From an optimization exercise on the open Yosys and OpenROAD flow, aimed at small area; shortcuts taken in it are not production practice.
Only simulation tests tie the RTL to the original design; equivalence was not proved.
Power and IR drop assume default switching activity.

## pulse_gen_tim
module pulse_gen_tim
#(parameter WIDTH=25)
(
	input clk, enable, reset,
	input tim,  
	input [WIDTH-1:0] delay_in,
	input [WIDTH-1:0] duration_in,
	input [WIDTH-1:0] T_in,
	output reg out_signal
);
==> flow/config.mk <==
export PLATFORM = sky130hd
export DESIGN_NAME = pulse_gen_tim
export DESIGN_NICKNAME = pulse_gen_tim
export VERILOG_FILES = /design/flow/design.v
export SDC_FILE = /design/flow/constraint.sdc
export NUM_CORES = 4
export LEC_CHECK = 0
export CAP_MARGIN = 20
export CORE_MARGIN = 2
export CORE_UTILIZATION = 40
export PLACE_DENSITY = 0.6
export SLEW_MARGIN = 20
==> flow/constraint.sdc <==
create_clock -name core_clock -period 5.0 [get_ports {clk}]
set_input_delay 1.0000 -clock core_clock [delete_from_list [all_inputs] [get_ports {clk}]]
set_output_delay 1.0000 -clock core_clock [all_outputs]
set_load 0.01 [all_outputs]
standard.sh (not shown) runs the stock make flow with config.mk's settings and CLKGATE_MAP_FILE= SYNTH_SCRIPT=/design/flow/synth_recipe.tcl, a recipe that flattens the netlist after the stock synthesis.
==> flow/flow/run.sh <==
#!/bin/bash
set -euo pipefail
export BUFFER_PORTS_ARGS="-buffer_cell sky130_fd_sc_hd__buf_1"
export CTS_ARGS="-sink_clustering_enable -repair_clock_nets -dont_use_dummy_load -buf_list sky130_fd_sc_hd__clkbuf_8"
bash standard.sh > standard.log 2>&1
The first run passed the timing, DRC and antenna checks.
Change:
Settings changed: CORE_UTILIZATION 40 to 60, PLACE_DENSITY 0.6 to 0.8.
Design area drops by about 1.4%.
Total power barely changes.
Cell count went down by 8.2%.
Clock-buffer cell count stays the same.

* * *

The RTL this note starts from:
==> flow/design.v <==
module pulse_gen_tim
#(parameter WIDTH=25)
(
	input clk, enable, reset,
	input tim,  
	input [WIDTH-1:0] delay_in,
	input [WIDTH-1:0] duration_in,
	input [WIDTH-1:0] T_in,
	output reg out_signal
);
	reg [7:0] c0, c1, c2;
	reg [1:0] c3;
	reg cout1, cout2, cout3;
	reg state;
	localparam S0 = 1'b0, S1 = 1'b1;
	reg [WIDTH-1:0] pulse_time;
	reg [WIDTH-1:0] delay;
	reg [20:0] count_tim;
	reg [1:0] pre;
	reg [1:0] eq;
	wire [25:0] cnt = {c3, c2, c1, c0};
	wire [WIDTH-1:0] pt_nx = (state == S0) ? T_in : pulse_time;
	wire [WIDTH-1:0] dl_nx = (state == S0) ? delay_in : delay;
	wire [25:0] dmt = {1'b0, duration_in} - {5'd0, count_tim};
	wire [WIDTH-1:0] du_nx = dmt[25] ? duration_in : dmt[24:0];
	wire hit_u = cnt >= {1'b0, du_nx};
	wire hit_t = cnt == {1'b0, pt_nx};
	wire hit_d = cnt == {1'b0, dl_nx};
	wire [1:0] code = {hit_u | hit_t, hit_u | (~hit_t & hit_d)};
	wire clr = reset | (state == S0);
	wire fin = eq[1] & eq[0];
always @(posedge clk) begin
	if (state == S0) begin
		pulse_time <= T_in;
		delay <= delay_in;
	end
end
always @(posedge clk) begin
	if (reset) begin
		out_signal <= 1'b0;
		state <= S0;
		count_tim <= 21'd0;
		cout1 <= 1'b0;
		cout2 <= 1'b0;
		cout3 <= 1'b0;
		pre <= 2'b11;
		eq <= 2'b00;
	end else begin
		case (state)
		S0: begin
			if (tim) count_tim <= count_tim + 1'b1;
			else if (enable) state <= S1;
		end
		S1: begin
			if (eq[1]) out_signal <= 1'b0;
			else if (eq[0]) out_signal <= 1'b1;
			if (fin) begin
				state <= S0;
				count_tim <= 21'd0;
			end
		end
		endcase
		cout1 <= (c0 == 8'hfe);
		cout2 <= &c1;
		cout3 <= &c2;
		pre <= code;
		eq <= pre;
	end
end
always @(posedge clk) begin
	c0 <= clr ? 8'd0 : c0 + 8'd1;
	if (cout1 & ~reset) c1 <= c1 + 8'd1;
	else if (clr) c1 <= 8'd0;
	if (cout2 & cout1 & ~reset) c2 <= c2 + 8'd1;
	else if (clr) c2 <= 8'd0;
	if (cout3 & cout2 & cout1 & ~reset) c3 <= c3 + 2'd1;
	else if (clr) c3 <= 2'd0;
end
endmodule
export LEC_CHECK = 0
export CAP_MARGIN = 20
export CORE_MARGIN = 2
export CORE_UTILIZATION = 40
export PLACE_DENSITY = 0.6
export SLEW_MARGIN = 20
create_clock -name core_clock -period 5.0 [get_ports {clk}]
run.sh (not shown) runs the stock make flow with config.mk's settings and CLKGATE_MAP_FILE= SYNTH_SCRIPT=/design/flow/synth_recipe.tcl, a recipe that flattens the netlist after the stock synthesis.
Stock flow here: none of the scripts above is used.
Rerun with:
==> flow/flow/run.sh (new file) <==
#!/bin/bash
set -euo pipefail
export BUFFER_PORTS_ARGS="-buffer_cell sky130_fd_sc_hd__buf_1"
export CTS_ARGS="-sink_clustering_enable -repair_clock_nets -dont_use_dummy_load -buf_list sky130_fd_sc_hd__clkbuf_8"
bash standard.sh > standard.log 2>&1
==> flow/standard.sh (new file) <==
#!/bin/bash
# synth_recipe.tcl (not shown) runs the flow's synth.tcl, then flattens the netlist and writes it again
# the make line also repeats each setting of config.mk as NAME=value (left out here)
make -C /OpenROAD-flow-scripts/flow DESIGN_CONFIG=/design/flow/config.mk WORK_HOME=/design/flow/orfs CLKGATE_MAP_FILE= SYNTH_SCRIPT=/design/flow/synth_recipe.tcl "${@:-finish}"
removed: flow/run.sh
After rerunning:
- combinational power went down by 15%
- fmax went up by 7.4%
- worst setup slack gets better by 330 ps
- worst hold slack gets worse by 7.6 ps
- wire length went down by 7.3%
- die area stays the same
Rerun with:
==> flow/flow/run.sh (replaced) <==
#!/bin/bash
set -euo pipefail
export BUFFER_PORTS_ARGS="-buffer_cell sky130_fd_sc_hd__buf_1"
export CTS_ARGS="-sink_clustering_enable -repair_clock_nets -dont_use_dummy_load"
bash standard.sh > standard.log 2>&1
Settings changed: CORE_UTILIZATION 40 to 60, PLACE_DENSITY 0.6 to 0.8.
Non-clock buffer count does not change. Design area came out lower by 1.2%. Register-to-register slack is worse by 150 ps. Power came out higher by 0.36%. Synthesized cell count stays the same.

re-timing with driven ports:
How much do the figures lean on ideal ports? The routed layouts below were timed once more, with nothing changed but the port constraints. Step 1 assumes that a clkbuf_16 drives the clock port and a buf_2 every other input. Step 2, shift: input delay + t, output delay - t, t = (earliest + latest rising clock arrival at the registers) / 2. This alone moves slack from input paths to output paths. Slacks: no drivers / after step 1 / after step 2; pairs: no drivers / after step 1.
| run | shift t [ns] | setup WS [ns] | cell pins on the clock port's net |
|---|---|---|---|
| the first run of note 1 | 0.408 | 1.635 / 1.635 / 1.227 | 1 |
| the second run of note 1 | 0.399 | 1.613 / 1.626 / 1.227 | 1 |
| the first run of note 2 | 0.398 | 0.171 / 0.194 / -0.204 | 1 |
| the second run of note 2 | 0.410 | 0.505 / 0.517 / 0.107 | 1 |
| the third run of note 2 | 0.409 | 0.365 / 0.377 / -0.033 | 1 |
Met with ideal ports but missed after step 2: setup timing in the first run of note 2 and the third run of note 2. For the first run of note 1, which loses most, drivers alone change the setup slack by 0.000 ns; drivers and shift together by -0.408 ns.
